What follows belongs to an exercise in optimizing a design on an open flow for small area; a production flow would make more cautious choices. In this exercise RTL edits were held to simulation tests only and were not proved equivalent to the original. The flow treats the clock pin as an ideal source, which a real chip does not have. No activity file was given, so power comes from the tool's default toggle rates.

## flow/flow/run.sh

```bash
#!/bin/bash
# Own layout flow: the standard ORFS flow (standard.sh) with
#  * an area-oriented ABC script (flow/area.abc) for the combinational logic;
#    registers are mapped by the standard synthesis script, unchanged; adders
#    are left to ABC too (no ADDER_MAP_FILE);
#  * a clock tree of clkbuf_4 without dummy loads, where a buffer whose
#    loads see too slow a clock edge becomes clkbuf_8 (flow/cts_fix.tcl);
#  * minimum-size port buffers (buf_1) on every input and output.
# Each tool's output goes to a log file in this folder (ORFS also keeps its
# per-step logs under orfs/logs/).
set -euo pipefail
work=$(pwd)

# Synthesis script: synth_recipe.tcl with Yosys's abc call given our script.
{
  head -n 1 synth_recipe.tcl
  cat <<EOT
proc abc {args} {
  set i [lsearch \$args -script]
  lset args [expr {\$i + 1}] $work/flow/area.abc
  yosys abc {*}\$args
}
EOT
  tail -n +2 synth_recipe.tcl
} > own_synth.tcl
sed "s#$work/synth_recipe.tcl#$work/own_synth.tcl#" standard.sh > own_standard.sh
grep -q own_synth.tcl own_standard.sh

bash own_standard.sh \
  "CTS_ARGS=-sink_clustering_enable -repair_clock_nets -dont_use_dummy_load -sink_clustering_size 30 -sink_clustering_max_diameter 100 -buf_list sky130_fd_sc_hd__clkbuf_4" \
  "POST_CTS_TCL=$work/flow/cts_fix.tcl" \
  "BUFFER_PORTS_ARGS=-buffer_cell sky130_fd_sc_hd__buf_1" \
  "ADDER_MAP_FILE=" \
  finish > flow_make.log 2>&1
test -s out/final.def
```

## flow/flow/area.abc

```
strash
ifraig
scorr
dc2
strash
&get -n
&dch
&nf -R 1000
&put
```

## flow/flow/cts_fix.tcl

```tcl
# POST_CTS hook: the clock tree is built from clkbuf_4; a clock buffer whose
# loads see a slew above 110 ps is swapped to clkbuf_8, then the placement is
# legalized again.
proc clk_fix {target bigmaster} {
  set block [ord::get_db_block]
  set big [[ord::get_db] findMaster $bigmaster]
  for {set iter 0} {$iter < 5} {incr iter} {
    set changed 0
    estimate_parasitics -placement
    foreach inst [$block getInsts] {
      set m [[$inst getMaster] getName]
      if {![string match "sky130_fd_sc_hd__clkbuf_*" $m] || $m eq $bigmaster} continue
      set onet [[$inst findITerm X] getNet]
      if {$onet eq "NULL" || [$onet getSigType] ne "CLOCK"} continue
      set worst 0
      foreach it [$onet getITerms] {
        if {[$it isOutputSignal]} continue
        set pin [get_pins -quiet [$it getName /]]
        if {$pin eq ""} continue
        foreach x {slew_max_rise slew_max_fall} {
          set s [get_property $pin $x]
          if {$s > $worst} { set worst $s }
        }
      }
      if {$worst > $target} {
        puts "clk_fix: [$inst getName] $m -> $bigmaster (slew [format %.3f $worst])"
        $inst swapMaster $big
        set changed 1
      }
    }
    if {!$changed} break
  }
}
clk_fix 0.110 sky130_fd_sc_hd__clkbuf_8
detailed_placement
check_placement -verbose
estimate_parasitics -placement
```

## flow/standard.sh

```bash
#!/bin/bash
# synth_recipe.tcl (not shown) runs the flow's synth.tcl, then flattens the netlist and writes it again
# the make line also repeats each setting of config.mk as NAME=value (left out here)
make -C /OpenROAD-flow-scripts/flow DESIGN_CONFIG=/design/flow/config.mk WORK_HOME=/design/flow/orfs CLKGATE_MAP_FILE= SYNTH_SCRIPT=/design/flow/synth_recipe.tcl "${@:-finish}"
```

## flow/config.mk

```make
export PLATFORM = sky130hd
export DESIGN_NAME = uart_stopwatch
export DESIGN_NICKNAME = uart_stopwatch
export VERILOG_FILES = /design/flow/design.v
export SDC_FILE = /design/flow/constraint.sdc
export NUM_CORES = 4
export LEC_CHECK = 0
export CAP_MARGIN = 20
export CORE_MARGIN = 2
export CORE_UTILIZATION = 40
export PLACE_DENSITY = 0.6
export SLEW_MARGIN = 20
```

## flow/constraint.sdc

```tcl
create_clock -name core_clock -period 10.0 [get_ports {clk}]
set_input_delay 2.0000 -clock core_clock [delete_from_list [all_inputs] [get_ports {clk}]]
set_output_delay 2.0000 -clock core_clock [all_outputs]
set_load 0.01 [all_outputs]
```

## flow/design.v

```verilog
`timescale 1ns / 1ps
module uart_stopwatch(
    input clk, rst_n,
    input rx,
    output [7:0] seg_out,
    output [7:0] sel_out,
    output tx
);
    wire s_tick, fire, lock, q_empty, q_full, tx_done;
    wire [2:0] rb;
    wire [3:0] code, head;
    wire [3:0] d0, s0, m0, h0;
    wire [2:0] s1, m1;
    wire [1:0] h1;
    wire cmd_c;
    wire up, go;
    wire [4:0] bcnt;
    sw_baud u_baud(.clk(clk), .rst_n(rst_n), .s_tick(s_tick), .bcnt(bcnt));
    sw_rx u_rx(.clk(clk), .rst_n(rst_n), .rx(rx), .s_tick(s_tick), .fire(fire), .rb(rb));
    sw_ctrl u_ctrl(.clk(clk), .rst_n(rst_n), .fire(fire), .rb(rb), .bcnt(bcnt), .cmd_c(cmd_c), .up(up), .go(go),
                   .lock(lock), .d0(d0), .s0(s0), .s1(s1), .m0(m0), .m1(m1), .h0(h0), .h1(h1), .code(code));
    sw_time u_time(.clk(clk), .rst_n(rst_n), .clr(cmd_c), .up(up), .go(go),
                   .d0(d0), .s0(s0), .s1(s1), .m0(m0), .m1(m1), .h0(h0), .h1(h1));
    sw_txq u_txq(.clk(clk), .rst_n(rst_n), .wr(lock), .code(code), .rd(tx_done),
                 .head(head), .empty(q_empty), .full(q_full));
    sw_tx u_tx(.clk(clk), .rst_n(rst_n), .s_tick(s_tick), .head(head), .empty(q_empty),
               .tx_done(tx_done), .tx(tx));
    sw_led u_led(.clk(clk), .rst_n(rst_n), .d0(d0), .s0(s0), .s1(s1), .m0(m0), .m1(m1), .h0(h0), .h1(h1),
                 .seg_out(seg_out), .sel_out(sel_out));
endmodule
module sw_baud(input clk, rst_n, output s_tick, output reg [4:0] bcnt);
    assign s_tick = bcnt[4] & bcnt[3] & bcnt[1] & bcnt[0];    
    always @(posedge clk, negedge rst_n)
        if (!rst_n)
            bcnt <= 5'd0;
        else
            bcnt <= s_tick ? 5'd1 : bcnt + 5'd1;
endmodule
module sw_rx(input clk, rst_n, rx, s_tick, output fire, output reg [2:0] rb);
    reg [3:0] rs;              
    reg [3:0] rc_lo;
    wire [7:0] rc = {rs ^ 4'b0001, rc_lo};
    reg       rok;     
    wire r_idle  = ~rc[7] & ~rc[6] & rc[4];
    wire r_sample = rc[7] & s_tick & (rc[3:0] == 4'hf);
    assign fire = r_idle & rok;    
    always @(posedge clk, negedge rst_n)
        if (!rst_n)
            rs <= 4'b0000;
        else if (r_idle) begin
            if (!rx)
                rs <= 4'b0110;
        end else if (s_tick)
            rs <= (rc[7:4] + {3'd0, rc[3:0] == 4'hf}) ^ 4'b0001;
    always @(posedge clk)
        rc_lo <= r_idle ? 4'b1000 : rc_lo + {3'd0, s_tick};
    always @(posedge clk)
        if (r_sample && !rc[6] && !(rc[5] & rc[4]))
            rb <= {rx, rb[2:1]};
    always @(posedge clk, negedge rst_n)
        if (!rst_n)
            rok <= 1'b0;
        else if (r_idle)
            rok <= 1'b0;
        else if (r_sample)
            case (rc[6:4])
                3'd0: rok <= 1'b1;
                3'd3: rok <= rok & ~rx;
                3'd4: rok <= rok & (rx ^ (rb[0] & rb[1]));
                3'd6: rok <= rok & rx;
                3'd7: rok <= rok & ~rx;
                default: ;
            endcase
endmodule
module sw_ctrl(input clk, rst_n, fire, input [2:0] rb, input [4:0] bcnt,
               output cmd_c, output up, output reg go, lock,
               input [3:0] d0, s0, m0, h0, input [2:0] s1, m1, input [1:0] h1,
               output reg [3:0] code);
    assign cmd_c = fire & ( rb[0] &  rb[1] & ~rb[2]);
    wire cmd_g = fire & ( rb[0] &  rb[1] &  rb[2]);
    wire cmd_p = fire & (~rb[0] & ~rb[1] & ~rb[2]);
    wire cmd_u = fire & ( rb[0] & ~rb[1] &  rb[2]);
    wire cmd_r = fire & (~rb[0] &  rb[1] & ~rb[2]);
    reg dn;                                  
    assign up = ~dn;
    always @(posedge clk, negedge rst_n)
        if (!rst_n) begin
            dn <= 1'b0;
            go <= 1'b0;
            lock <= 1'b0;
        end else begin
            if (cmd_c) dn <= 1'b0;
            else if (cmd_u) dn <= ~dn;
            if (cmd_g) go <= 1'b1;
            else if (cmd_p) go <= 1'b0;
            if (cmd_r) lock <= 1'b1;
            else if (bcnt[3] & bcnt[1] & bcnt[0]) lock <= 1'b0;    
        end
    always @*
        case (bcnt[3:0])
            4'd2: code = {2'b00, h1};
            4'd3: code = h0;
            4'd5: code = {1'b0, m1};
            4'd6: code = m0;
            4'd8: code = {1'b0, s1};
            4'd9: code = s0;
            4'd10: code = 4'he;
            4'd11: code = d0;
            default: code = 4'ha;
        endcase
endmodule
module sw_time(input clk, rst_n, clr, up, go,
               output reg [3:0] d0, s0, m0, h0, output reg [2:0] s1, m1, output reg [1:0] h1);
    reg [2:0] pm;
    wire [2:0] tg_pm = up ? {pm[2] | (pm[1] & pm[0]), pm[0], ~pm[2]}
                          : {~pm[1] & ~pm[0], ~pm[0] & (pm[1] | pm[2]), pm[2] | pm[1] | pm[0]};
    wire t_pm = up ? pm[2] : ~(pm[2] | pm[1] | pm[0]);
    function [3:0] tg10(input u, input [3:0] b);
        tg10 = u ? {(b[2] & b[1] & b[0]) | (b[3] & b[0]), b[1] & b[0], b[0] & ~b[3], 1'b1}
                 : {(b[3] & ~b[0]) | ~(b[3] | b[2] | b[1] | b[0]), ~b[1] & ~b[0] & (b[2] | b[3]),
                    ~b[0] & (b[1] | b[2] | b[3]), 1'b1};
    endfunction
    function tm10(input u, input [3:0] b);
        tm10 = u ? (b[3] & b[0]) : ~(b[3] | b[2] | b[1] | b[0]);
    endfunction
    function [2:0] tg6(input u, input [2:0] b);
        tg6 = u ? {b[0] & (b[1] | b[2]), b[0] & ~b[2], 1'b1}
                : {~b[1] & ~b[0], ~b[0] & (b[1] | b[2]), 1'b1};
    endfunction
    function tm6(input u, input [2:0] b);
        tm6 = u ? (b[2] & b[0]) : ~(b[2] | b[1] | b[0]);
    endfunction
    wire t_d0 = tm10(up, d0);
    wire t_s0 = tm10(up, s0);
    wire t_s1 = tm6(up, s1);
    wire t_m0 = tm10(up, m0);
    wire t_m1 = tm6(up, m1);
    wire t_h0 = tm10(up, h0);
    wire t_h1 = up ? h1[1] : ~(h1[1] | h1[0]);
    wire c1 = t_pm;
    wire c2 = c1 & t_d0;
    wire c3 = c2 & t_s0;
    wire c4 = c3 & t_s1;
    wire c5 = c4 & t_m0;
    wire c6 = c5 & t_m1;
    wire c7 = c6 & t_h0;
    wire adv = go & ~(c7 & t_h1);
    always @(posedge clk, negedge rst_n)
        if (!rst_n) begin
            pm <= 0; d0 <= 0; s0 <= 0; s1 <= 0; m0 <= 0; m1 <= 0; h0 <= 0; h1 <= 0;
        end else begin
            pm <= {3{~clr}} & (pm ^ ({3{adv}} & tg_pm));
            d0 <= {4{~clr}} & (d0 ^ ({4{adv & c1}} & tg10(up, d0)));
            s0 <= {4{~clr}} & (s0 ^ ({4{adv & c2}} & tg10(up, s0)));
            s1 <= {3{~clr}} & (s1 ^ ({3{adv & c3}} & tg6(up, s1)));
            m0 <= {4{~clr}} & (m0 ^ ({4{adv & c4}} & tg10(up, m0)));
            m1 <= {3{~clr}} & (m1 ^ ({3{adv & c5}} & tg6(up, m1)));
            h0 <= {4{~clr}} & (h0 ^ ({4{adv & c6}} & tg10(up, h0)));
            h1 <= {2{~clr}} & (h1 ^ ({2{adv & c7}} & {~(up ^ h1[0]), 1'b1}));
        end
endmodule
module sw_txq(input clk, rst_n, wr, rd, input [3:0] code,
              output [3:0] head, output empty, full);
    reg [3:0] q [0:15];
    reg [4:0] qn;          
    wire [4:0] qp = ~qn;
    assign empty = qp[4];
    assign full  = ~qp[4] & (qp[3:0] == 4'hf);
    wire do_wr = wr & ~full;
    assign head = q[qp[3:0]];
    integer i;
    always @(posedge clk)
        if (do_wr) begin
            q[0] <= code;
            for (i = 1; i < 16; i = i + 1)
                q[i] <= q[i-1];
        end
    always @(posedge clk, negedge rst_n)
        if (!rst_n)
            qn <= 5'h00;
        else if (do_wr)
            qn <= qn - 5'd1;
        else if (rd)
            qn <= qn + 5'd1;
endmodule
module sw_tx(input clk, rst_n, s_tick, empty, input [3:0] head, output tx_done, output reg tx);
    reg [3:0] ts;              
    reg [3:0] tc_lo;
    wire [7:0] tc = {ts ^ 4'b0001, tc_lo};
    wire t_idle = ~tc[7] & ~tc[6] & tc[4];
    wire t_start = ~tc[7] & tc[6];
    wire t_stop = ~tc[7] & ~tc[4];
    assign tx_done = t_stop & s_tick & (tc[3:0] == 4'hf);
    always @(posedge clk, negedge rst_n)
        if (!rst_n)
            ts <= 4'b0000;
        else if (t_idle) begin
            if (!empty)
                ts <= 4'b0110;
        end else if (s_tick)
            ts <= (tc[7:4] + {3'd0, tc[3:0] == 4'hf}) ^ 4'b0001;
    always @(posedge clk)
        tc_lo <= t_idle ? 4'b0000 : tc_lo + {3'd0, s_tick};
    reg tbit;
    always @*
        case (tc[6:4])
            3'd4: tbit = ~(head[3] & head[2]);
            3'd5: tbit = 1'b1;
            3'd6, 3'd7: tbit = 1'b0;
            default: tbit = head[tc[5:4]];
        endcase
    always @(posedge clk, negedge rst_n)
        if (!rst_n)
            tx <= 1'b0;
        else
            tx <= tc[7] ? tbit : ~t_start;
endmodule
module sw_led(input clk, rst_n, input [3:0] d0, s0, m0, h0, input [2:0] s1, m1, input [1:0] h1,
              output [7:0] seg_out, sel_out);
    reg [16:0] lf;
    reg [2:0] pos;
    wire lz = ~|lf[15:0];
    always @(posedge clk, negedge rst_n)
        if (!rst_n) begin
            lf <= 17'd1;
            pos <= 3'd0;
        end else begin
            lf <= {lf[15:0], lf[16] ^ lf[13] ^ lz};
            if (lz & ~lf[16])
                pos <= pos + 3'd1;
        end
    assign sel_out = ~(8'b1 << pos);
    reg [3:0] hx;
    always @*
        case (pos)
            3'd0: hx = d0;
            3'd1: hx = s0;
            3'd2: hx = {1'b0, s1};
            3'd3: hx = m0;
            3'd4: hx = {1'b0, m1};
            3'd5: hx = h0;
            3'd6: hx = {2'b00, h1};
            default: hx = 4'd0;
        endcase
    wire A = hx[3], B = hx[2], C = hx[1], D = hx[0];
    wire sa = A | C | (B & D) | (~B & ~D);
    wire sb = ~B | (~C & ~D) | (C & D);
    wire sc = B | ~C | D;
    wire sd = (~B & ~D) | (~B & C) | (C & ~D) | (B & ~C & D);
    wire se = (~B & ~D) | (C & ~D);
    wire sf = A | (~C & ~D) | (B & ~C) | (B & ~D);
    wire sg = A | (~B & C) | (B & ~C) | (C & ~D);
    assign seg_out[6:0] = ~{sg, sf, se, sd, sc, sb, sa};
    assign seg_out[7] = ~(pos[0] & ~(pos[1] & pos[2]));
endmodule
```

==> results.py, run 1 <==
metrics = {
    "global_routing": {
        "overflow": 0,
        "grt.busiest_layer": "met2",
        "grt_pass1_wl_um": 23700,
        "grt_use_met1_pct": 24.1,
        "use_met3_pct": 4.23,
        "grt_usage_pct": 18.1,
        "antenna_found_initial": 0,
        "grt_max_degree": 71,
        "grt_pass1_vias": 4725,
        "use_met2_pct": 27.9,
    },
    "power_and_ir_drop": {
        "peakVddDrop_mv": 0.0743,
        "powerDensity_mw_per_mm2": 131,
        "p_leak_nw": 2.65,
    },
    "critical_path": {
        "cp_max_fo": 10,
        "crit_required_ns": 8.00,
        "end_kind": "output pin",
        "startpoint_type": "flop",
        "critPathKind": "flop to output pin",
        "cp.arrival_ns": 2.69,
    },
    "detailed_routing": {
        "post_drt_wl_per_cell_um": 16.9,
        "drt_pass1_iterations": 7,
        "remaining_drc_errors": 0,
        "antenna_left": 0,
        "routed_wl_um": 14400,
        "via_per_inst": 5.76,
        "dr_total_vias": 4929,
        "drt_iter0_drc": 587,
    },
    "logic_synthesis": {
        "async_flop_share_pct": 48.3,
        "ys_seq_elements": 145,
        "synth_edf_count": 67,
        "syn_area_mm2": 0.00644,
        "synth_compound_area_share_pct": 18.6,
        "netlist_top_cells_count": "dfrtp_1 (69), edfxtp_1 (67), nor2_1 (61)",
        "synth_top_cell_by_area": "edfxtp_1",
        "syn_area_per_cell_um2": 10.7,
        "synth.area.top_cells": "edfxtp_1 (31%), dfrtp_1 (27%), o21ai_0 (4.4%)",
        "dominantRegCellSynth": "dfrtp_1",
        "synthSimpleGateAreaFrac_pct": 16.7,
        "synth_top_family_by_area": "compound AO/OA/AOI/OAI gates",
        "synthMostInstantiatedCell": "dfrtp_1",
        "muxShareOfSynthArea_pct": 0,
        "yosys_warnings": 8,
        "yosys.cell_types.count": 45,
        "synth_xor_area_share_pct": 2.45,
        "seq_area_frac_synth_pct": 61.0,
        "synth_nets": 603,
        "syn_inst": 600,
        "synthAdderAreaFrac_pct": 0.155,
        "synth_top_area_share_pct": 31.3,
    },
    "clock_network": {
        "tritoncts": "done",
        "clock_latency_ns": 0.43,
        "path_clk_slew_ns": 0.09,
        "clkSinkCount": 145,
    },
    "sta": {
        "layout_min_cycle_time_ns": 4.69,
        "timing.setup.tns_ns": 0,
        "fmax_mhz": 213,
        "skew_ns": 0.0313,
        "setup_viol": 0,
        "finalCritPeriodShare_pct": 46.9,
        "slew_violations": 0,
        "worst_pin_slew_ns": 0.909,
        "hold_viol_final": 0,
        "grt_setup_unrepaired": "false",
        "relSlewSlack_pct": 39.4,
    },
    "final_layout": {
        "nNetsFinal": 645,
        "postLayoutCoreUtil_pct": 44.1,
        "n_fill_cell": 1449,
        "layout-drive-gt1-share_pct": 3.75,
        "insertedDiodeCount": 0,
        "finish.instance_area_mm2": 0.00698,
        "syn_to_final_growth_pct": 8.36,
    },
    "run_status": {
        "run_status": "timing/DRC/antenna clean",
    },
    "place": {
        "hpwl_um": 9710,
        "numPortBuffers": 19,
        "dpl_cell_area_mm2": 0.00681,
        "gp_congestion": 0.875,
    },
    "floorplanning": {
        "core_area_mm2": 0.0158,
        "rows": 46,
        "die_y_um": 131,
        "start_util_pct": 40.7,
        "die-area_mm2": 0.0171,
        "fp.dieW_um": 131,
        "io-pin-count": 20,
    },
    "flow_run": {
        "drv_cap": 0,
    },
    "min_path": {
        "hold_class": "flop to flop",
    },
}
-- registers in the layout (all words and copies together), names as in the netlist --
| signal | count |
|---|---|
| u_time.h0 | 4 |
| u_ctrl.go | 1 |
| u_tx.tc_lo | 4 |
| u_tx.tx | 1 |
| u_led.pos | 3 |
| u_led.lf | 17 |
| u_time.d0 | 4 |
| u_rx.rs | 4 |
| u_time.m0 | 4 |
| u_rx.rc_lo | 4 |
| u_time.pm | 3 |
| u_baud.bcnt | 5 |
| u_rx.rok | 1 |
| u_ctrl.lock | 1 |
| u_time.h1 | 2 |
| u_ctrl.dn | 1 |
| u_rx.rb | 3 |
| u_time.s0 | 4 |
| u_time.s1 | 3 |
| u_txq.qn | 5 |
| u_tx.ts | 4 |
| u_txq.q | 64 |
| u_time.m1 | 3 |
-- area by class of cell --
| class | count | area [µm²] | share of cell area, % |
|---|---|---|---|
| repair buffers | 23 | 103 | 1.47 |
| flip-flops and latches | 145 | 3930 | 56.3 |
| well taps | 216 | 270 | 3.87 |
| multi-input cells | 436 | 2440 | 35.0 |
| clock buffers | 17 | 165 | 2.37 |
| inverters | 19 | 71.3 | 1.02 |
-- power breakdown --
group          total (mW)  internal (mW)  switching (mW)
clock network       0.282          0.104           0.178
registers           0.623          0.620         0.00239
logic              0.0114        0.00247         0.00891
total               0.916          0.727           0.189
-- layout by cell type (no fill, tap or decap), types with 3 or more instances in the layout --
master,netlist,routed
dfxtp_1,8,8
a221oi_1,14,14
o21ai_0,57,57
and3_1,13,13
and2_0,7,7
nand2_1,57,57
clkbuf_8,0,6
xor2_1,10,10
nand2b_1,10,10
dfrtp_1,69,69
nor2b_1,4,4
a22o_1,11,11
o22a_1,4,4
nand4_1,10,10
nand3_1,16,16
xnor2_1,8,8
nor3_1,33,33
buf_4,0,4
a22oi_1,24,24
a31oi_1,5,5
clkbuf_4,0,11
or3_1,3,3
a211oi_1,3,3
nor2_1,61,61
a21oi_1,51,51
buf_1,0,18
edfxtp_1,67,67
clkinv_1,19,18
o22ai_1,3,3
nor4_1,7,7
-- critical path: stages (launching register included) --
cell and delay [ns]:
dfrtp_1 0.48, nor2b_1 0.20, and2_0 0.24, a222oi_1 0.35, and3_1 0.28, nor2_1 0.10
or3_1 0.37, nor2_1 0.10, buf_1 0.17
-- path summary, 6_finish.rpt --
check | from | end | slack, ns | depth (start not counted)
setup / recovery | u_led.pos[0] | seg_out[5] | 5.31 | 8
hold / removal | u_led.lf[10] | u_led.lf[11] | 0.36 | 0
setup reg to reg | u_ctrl.dn | u_time.h0[1] | 6.22 | 13
hold reg to reg | u_led.lf[10] | u_led.lf[11] | 0.36 | 0
max in group asynchronous | rst_n | u_led.lf[10] | 7.61 | 2
min in group asynchronous | rst_n | u_rx.rs[2] | 1.77 | 2
-- per-stage QoR --
| step | total power [mW] | std cells | worst slack, ns | hold WS (ns) |
|---|---|---|---|---|
| 2_1_floorplan | 0.639 | 600 | 6.01 | 0.354 |
| 3_3_place_gp | 0.647 | 839 | 5.85 | 0.363 |
| 3_5_place_dp | 0.647 | 839 | 5.77 | 0.365 |
| 5_1_grt | 0.955 | 856 | 5.05 | 0.390 |
| 6_report | 0.916 | 856 | 5.31 | 0.362 |
-- cells by family after synthesis --
kind of cell	after synthesis
AND/OR/NAND/NOR	228
AO/OA/AOI/OAI	189
flip-flops	145
buffers and inverters	19
XOR/XNOR	18
adder cells (fa/ha/maj)	1
-- per-layer routing --
layer	part of all wire (%)	wire, µm	vias to the layer above
li1	-	-	2362
met1	46	6660	2401
met2	47	6840	132
met3	4.1	590	34
met4	2.4	347	0
met5	0	0	-
==> run 2, diff against run 1 <==
--- a/flow/design.v
+++ b/flow/design.v
@@ -38,3 +38,3 @@
 endmodule
-module sw_rx(input clk, rst_n, rx, s_tick, output fire, output reg [2:0] rb);
+module sw_rx(input clk, rst_n, rx, s_tick, output fire, output [2:0] rb);
     reg [3:0] rs;              
@@ -42,6 +42,7 @@
     wire [7:0] rc = {rs ^ 4'b0001, rc_lo};
-    reg       rok;     
+    reg [2:0] rbs;             
+    assign rb = rbs ^ 3'b110;
     wire r_idle  = ~rc[7] & ~rc[6] & rc[4];
     wire r_sample = rc[7] & s_tick & (rc[3:0] == 4'hf);
-    assign fire = r_idle & rok;    
+    assign fire = r_idle;
     always @(posedge clk, negedge rst_n)
@@ -56,19 +57,18 @@
         rc_lo <= r_idle ? 4'b1000 : rc_lo + {3'd0, s_tick};
-    always @(posedge clk)
-        if (r_sample && !rc[6] && !(rc[5] & rc[4]))
-            rb <= {rx, rb[2:1]};
-    always @(posedge clk, negedge rst_n)
-        if (!rst_n)
-            rok <= 1'b0;
-        else if (r_idle)
-            rok <= 1'b0;
-        else if (r_sample)
-            case (rc[6:4])
-                3'd0: rok <= 1'b1;
-                3'd3: rok <= rok & ~rx;
-                3'd4: rok <= rok & (rx ^ (rb[0] & rb[1]));
-                3'd6: rok <= rok & rx;
-                3'd7: rok <= rok & ~rx;
-                default: ;
-            endcase
+    reg kill;
+    always @*
+        case (rc[6:4])
+            3'd3: kill = rx;
+            3'd4: kill = ~(rx ^ (rb[0] & rb[1]));
+            3'd6: kill = ~rx;
+            3'd7: kill = rx;
+            default: kill = 1'b0;
+        endcase
+    always @(posedge clk, negedge rst_n)
+        if (!rst_n)
+            rbs <= 3'b000;
+        else if (r_idle || (r_sample && kill))
+            rbs <= 3'b000;
+        else if (r_sample && !rc[6] && !(rc[5] & rc[4]))
+            rbs <= {rx, rb[2:1]} ^ 3'b110;
 endmodule
--- a/flow/config.mk
+++ b/flow/config.mk
@@ -9,4 +9,4 @@
 export CORE_MARGIN = 2
-export CORE_UTILIZATION = 40
-export PLACE_DENSITY = 0.6
+export CORE_UTILIZATION = 65
+export PLACE_DENSITY = 0.8
 export SLEW_MARGIN = 20
==> results.py, run 2 <==
metrics = {
    "run_status": {
        "run_status": "timing/DRC/antenna clean",
    },
    "critical_path": {
        "cp_max_fo": 10,
        "worstSetupPathDepth": 7,
        "cp.arrival_ns": 2.77,
        "end_kind": "output pin",
        "worstPathCellList": "nor3_1 -> a22o_1 -> a21oi_1 -> nand3_1 -> xor2_1 -> a2111oi_0 -> buf_1",
        "max_stage_delay_ns": 0.64,
        "cp_slowest_cell": "nor3_1",
        "crit_required_ns": 8.00,
        "rr_worst_depth": 11,
        "rr_endpoint": "u_time.h0[2]",
        "worstReg2RegStart": "u_ctrl.dn",
        "path_delay_family": "simple AND/OR/NAND/NOR gates",
        "reg2reg_slack_ns": 5.98,
        "cp_num_buf_inv": 1,
        "endpoint": "seg_out[0]",
        "startpoint": "u_led.pos[0]",
        "startpoint_type": "flop",
        "critPathKind": "flop to output pin",
    },
    "sta": {
        "worst_pin_slew_ns": 1.01,
        "setup_viol": 0,
        "fin_ws_ns": 5.23,
        "relSlewSlack_pct": 32.5,
        "hold_viol_final": 0,
        "fmax_mhz": 210,
        "slew_violations": 0,
        "finalCritPeriodShare_pct": 47.7,
        "grt_setup_unrepaired": "false",
        "layout_min_cycle_time_ns": 4.77,
        "timing.setup.tns_ns": 0,
        "skew_ns": 0.0351,
    },
    "detailed_routing": {
        "antenna_left": 0,
        "routed_wl_um": 14100,
        "drt_iter0_drc": 591,
        "remaining_drc_errors": 0,
        "post_drt_wl_per_cell_um": 18.5,
        "drt_pass1_iterations": 8,
        "via_per_inst": 6.63,
        "dr_total_vias": 5045,
    },
    "power_and_ir_drop": {
        "p_leak_nw": 2.58,
        "powerDensity_mw_per_mm2": 132,
        "peakVddDrop_mv": 0.138,
        "power_mw": 0.899,
    },
    "clock_network": {
        "clock_latency_ns": 0.43,
        "clkSinkCount": 144,
        "path_clk_slew_ns": 0.11,
        "tritoncts": "done",
    },
    "global_routing": {
        "grt_pass1_vias": 4660,
        "antenna_found_initial": 0,
        "grt_usage_pct": 28.5,
        "overflow": 0,
        "grt_max_degree": 73,
        "grt_pass1_wl_um": 23000,
    },
    "logic_synthesis": {
        "syn_area_mm2": 0.00637,
        "syn_inst": 589,
        "netlist_top_cells_count": "dfrtp_1 (71), edfxtp_1 (64), a21oi_1 (54), nor2_1 (54), o21ai_0 (52)",
        "yosys.cell_types.count": 39,
        "yosys_warnings": 8,
        "async_flop_share_pct": 50.0,
        "synth_nets": 592,
        "synth_top_area_share_pct": 30.2,
        "synth_edf_count": 64,
        "syn_area_per_cell_um2": 10.8,
        "synth.area.top_cells": "edfxtp_1 (30%), dfrtp_1 (28%), a21oi_1 (4.2%)",
        "synthMostInstantiatedCell": "dfrtp_1",
        "synth_top_cell_by_area": "edfxtp_1",
        "dominantRegCellSynth": "dfrtp_1",
        "seq_area_frac_synth_pct": 61.0,
        "ys_seq_elements": 144,
    },
    "final_layout": {
        "nNetsFinal": 633,
        "insertedDiodeCount": 0,
        "n_fill_cell": 736,
        "largest_register_ff_count": 64,
        "most-common-layout-cells": "dfrtp_1 (71), edfxtp_1 (64), nor2_1 (54)",
        "final_common_cell": "dfrtp_1",
        "regMostFlops": "u_txq.q",
        "top_regs": "u_txq.q (64), u_led.lf (17)",
        "layout-drive-gt1-share_pct": 3.66,
        "syn_to_final_growth_pct": 6.68,
    },
    "floorplanning": {
        "die_y_um": 103,
        "die-area_mm2": 0.0106,
        "rows": 36,
        "io-pin-count": 20,
        "fp.dieW_um": 103,
        "core_area_mm2": 0.00964,
        "start_util_pct": 66.1,
    },
    "place": {
        "numPortBuffers": 19,
        "hpwl_um": 9480,
        "gp_congestion": 0.931,
        "post-place-ws_ns": 5.83,
    },
    "min_path": {
        "hold_class": "flop to flop",
        "hp-start": "u_led.lf[11]",
        "worst_hold_path.num_cells": 0,
    },
    "flow_run": {
        "drv_cap": 0,
    },
}
run 2: final cells by class:
| cell class | count | area (µm²) | share of cell area [%] |
|---|---|---|---|
| sequential | 144 | 3880 | 57.2 |
| clock buffer | 17 | 153 | 2.25 |
| timing repair buffer | 22 | 95.1 | 1.40 |
| multi-input combinational | 430 | 2440 | 35.9 |
| inverter | 15 | 56.3 | 0.829 |
| tap | 133 | 166 | 2.45 |
run 2: worst min-delay path by stage:
stage	slack, ns	to
6_report	0.35	u_led.lf[12]
3_3_place_gp	0.37	u_led.lf[8]
2_1_floorplan	0.35	u_led.lf[5]
5_1_grt	0.37	u_led.lf[12]
3_5_place_dp	0.36	u_led.lf[8]
run 2: metrics by stage:
stage	instance area, µm²	cells	util (%)	hold slack, ns
after floorplan	6370	589	-	0.354
after global placement	6640	744	68.9	0.366
after detailed placement	6640	744	68.9	0.365
after global routing	6790	761	70.5	0.367
final	6790	761	70.5	0.351
run 2: routing by layer:
layer	track usage (%)	share of wire, %	vias up
li1	-	-	2317
met1	40.0	42	2462
met2	43.9	48	237
met3	6.98	7.6	29
met4	9.72	2.2	0
met5	0	0	-
run 2: logic make-up (layout without fill, tap and decap cells):
| family | after synthesis | in the layout | synth area share (%) |
|---|---|---|---|
| buffers and inverters | 15 | 54 | 0.884 |
| muxes | 1 | 1 | 0.157 |
| AOI/OAI and AO/OA | 189 | 189 | 18.6 |
| and+or+nand+nor | 221 | 221 | 16.8 |
| DFF | 144 | 144 | 61.0 |
| xor gates and xnor gates | 19 | 19 | 2.61 |
run 2: power breakdown:
group | internal (mW) | switching [mW] | total [mW]
clock | 0.0960 | 0.172 | 0.268
combinational | 0.00305 | 0.0102 | 0.0133
sequential | 0.615 | 0.00243 | 0.617
==> run 3, diff against run 2 <==
--- a/flow/design.v
+++ b/flow/design.v
@@ -108,3 +108,4 @@
             4'd11: code = d0;
-            default: code = 4'ha;
+            4'd4, 4'd7: code = 4'ha;
+            default: code = 4'h0;
         endcase
==> flow/flow/area.abc (replaced) <==
strash
ifraig
scorr
dc2
strash
&get -n
&dch
&nf -R 1000 -C 32
&put
==> results.py, run 3 <==
metrics = {
    "run_status": {
        "run_status": "timing/DRC/antenna clean",
    },
    "clock_network": {
        "clkSinkCount": 144,
        "path_clk_slew_ns": 0.08,
        "clock_latency_ns": 0.41,
        "tritoncts": "done",
    },
    "sta": {
        "grt_setup_unrepaired": "false",
        "relSlewSlack_pct": 38.1,
        "timing.setup.tns_ns": 0,
        "fmax_mhz": 218,
        "hold_viol_final": 0,
        "skew_ns": 0.0278,
        "slew_violations": 0,
        "worst_pin_slew_ns": 0.929,
        "layout_min_cycle_time_ns": 4.58,
        "finalCritPeriodShare_pct": 45.8,
        "setup_viol": 0,
        "holdWs_ns": 0.381,
    },
    "detailed_routing": {
        "antenna_left": 0,
        "post_drt_wl_per_cell_um": 18.3,
        "drt_iter0_drc": 453,
        "via_per_inst": 6.52,
        "routed_wl_um": 13500,
        "remaining_drc_errors": 0,
        "drt_pass1_iterations": 6,
        "dr_total_vias": 4795,
    },
    "critical_path": {
        "end_kind": "output pin",
        "worstPathCellList": "nor2b_1 -> and2_0 -> a222oi_1 -> and3_1 -> xor2_1 -> nor3b_1 -> buf_1",
        "cp_slowest_cell": "dfrtp_1",
        "startpoint_type": "flop",
        "cp.arrival_ns": 2.58,
        "cp_max_fo": 10,
        "critPathKind": "flop to output pin",
        "crit_required_ns": 8.00,
        "max_stage_delay_ns": 0.48,
    },
    "power_and_ir_drop": {
        "p_leak_nw": 2.60,
        "powerDensity_mw_per_mm2": 133,
        "peakVddDrop_mv": 0.0983,
    },
    "final_layout": {
        "syn_to_final_growth_pct": 6.37,
        "regMostFlops": "u_txq.q",
        "final_common_cell": "dfrtp_1",
        "layout-drive-gt1-share_pct": 3.63,
        "top_regs": "u_txq.q (64), u_led.lf (17)",
        "most-common-layout-cells": "dfrtp_1 (71), edfxtp_1 (64), nand2_1 (54), nor2_1 (54), a21oi_1 (45)",
        "largest_register_ff_count": 64,
        "nNetsFinal": 611,
        "insertedDiodeCount": 0,
    },
    "logic_synthesis": {
        "synth_nets": 571,
        "yosys_warnings": 8,
        "syn_area_per_cell_um2": 11.1,
        "syn_inst": 568,
        "synth_top_cell_by_area": "edfxtp_1",
        "synth.area.top_cells": "edfxtp_1 (30%), dfrtp_1 (28%), a222oi_1 (3.8%)",
        "dominantRegCellSynth": "dfrtp_1",
        "yosys.cell_types.count": 43,
        "synth_top_area_share_pct": 30.5,
        "async_flop_share_pct": 50.0,
        "ys_seq_elements": 144,
        "netlist_top_cells_count": "dfrtp_1 (71), edfxtp_1 (64), nand2_1 (54), nor2_1 (54), a21oi_1 (45)",
        "syn_area_mm2": 0.00630,
        "synth_edf_count": 64,
        "synthMostInstantiatedCell": "dfrtp_1",
        "seq_area_frac_synth_pct": 61.6,
    },
    "floorplanning": {
        "rows": 35,
        "start_util_pct": 67.6,
        "core_area_mm2": 0.00933,
        "fp.dieW_um": 102,
        "die-area_mm2": 0.0105,
        "die_y_um": 102,
        "io-pin-count": 20,
    },
    "flow_run": {
        "drv_cap": 0,
    },
    "min_path": {
        "hold_class": "flop to flop",
    },
    "global_routing": {
        "grt_pass1_vias": 4470,
        "overflow": 0,
        "antenna_found_initial": 0,
        "grt_usage_pct": 27.7,
        "grt_max_degree": 73,
        "grt_pass1_wl_um": 22200,
    },
    "place": {
        "gp_congestion": 0.953,
        "hpwl_um": 9260,
        "numPortBuffers": 19,
    },
}
run 3: through the flow:
step | total power [mW] | std cells | utilization, % | cell area (µm²) | setup WS, ns
2_1_floorplan | 0.634 | 568 | - | 6300 | 6.13
3_3_place_gp | 0.643 | 718 | 70.3 | 6550 | 6.04
3_5_place_dp | 0.643 | 718 | 70.3 | 6550 | 5.89
5_1_grt | 0.926 | 735 | 71.9 | 6710 | 5.26
6_report | 0.892 | 735 | 71.9 | 6710 | 5.42
run 3: path summary, 6_finish.rpt:
kind | slack (ns) | startpoint | end | cells past startpoint
setup / recovery | 5.42 | u_led.pos[0] | seg_out[0] | 7
hold / removal | 0.38 | u_led.lf[6] | u_led.lf[7] | 0
setup reg to reg | 6.10 | u_ctrl.dn | u_time.h0[2] | 12
hold reg to reg | 0.38 | u_led.lf[6] | u_led.lf[7] | 0
max in group asynchronous | 7.56 | rst_n | u_led.lf[2] | 2
min in group asynchronous | 1.79 | rst_n | u_tx.tx | 2
run 3: kinds of logic after synthesis:
kind of cell / count (synthesis) / share of synthesized area, %
simple gates: 222 / 17.0
compound gates: 165 / 17.3
flops: 144 / 61.6
xor+xnor: 22 / 3.06
buf+inv: 14 / 0.833
mux: 1 / 0.159
run 3: where the power goes:
group	total [mW]	internal [mW]	switching (mW)
registers	0.617	0.615	0.00229
logic	0.0130	0.00303	0.00999
clock network	0.262	0.0962	0.166
total	0.892	0.714	0.178
run 3: metal layers:
| metal | vias up | share of wire (%) | global-route usage [%] |
|---|---|---|---|
| met5 | - | 0 | 0 |
| met4 | 0 | 3.3 | 10.1 |
| met3 | 42 | 6.7 | 7.25 |
| met2 | 207 | 46 | 43.2 |
| met1 | 2288 | 44 | 37.9 |
| li1 | 2258 | - | - |
run 3: critical path, delay by kind of cell (launching register included):
family | cells | cell delay (ns)
AOI/OAI and AO/OA | 1 | 0.40
DFF | 1 | 0.48
buffers and inverters | 1 | 0.17
xor gates and xnor gates | 1 | 0.12
and+or+nand+nor | 4 | 1.01
run 3: layout make-up:
| class | instances | area (µm²) |
|---|---|---|
| inverter | 14 | 52.6 |
| clock buffer | 17 | 153 |
| fill | 647 | 2620 |
| multi-input combinational | 410 | 2370 |
| tap | 129 | 161 |
| sequential | 144 | 3880 |
| timing repair buffer | 21 | 87.6 |

-- port drivers added, routing unchanged --
In the flow no input, the clock included, has a driving cell. The finished layouts below were timed again as built, in two steps. Step 1, drivers: a clkbuf_16 drives clk and a buf_2 each remaining input, both assumed. Step 2 adds t to the input delays and takes it off the output delays; t is the mean of the earliest and latest rising clock arrival at the registers after step 1. Input paths then give back, and output paths get back, about the clock's delay inside the block. Three values: ideal ports, drivers, drivers and shift; two values: the first two.
run	shift t [ns]	setup slack, ns	cell pins on the clock port's net
run 1	0.452	5.306 / 5.271 / 5.722	1
run 2	0.443	5.232 / 5.199 / 5.642	1
run 3	0.426	5.419 / 5.385 / 5.811	1
After both steps every run listed still meets setup and hold.
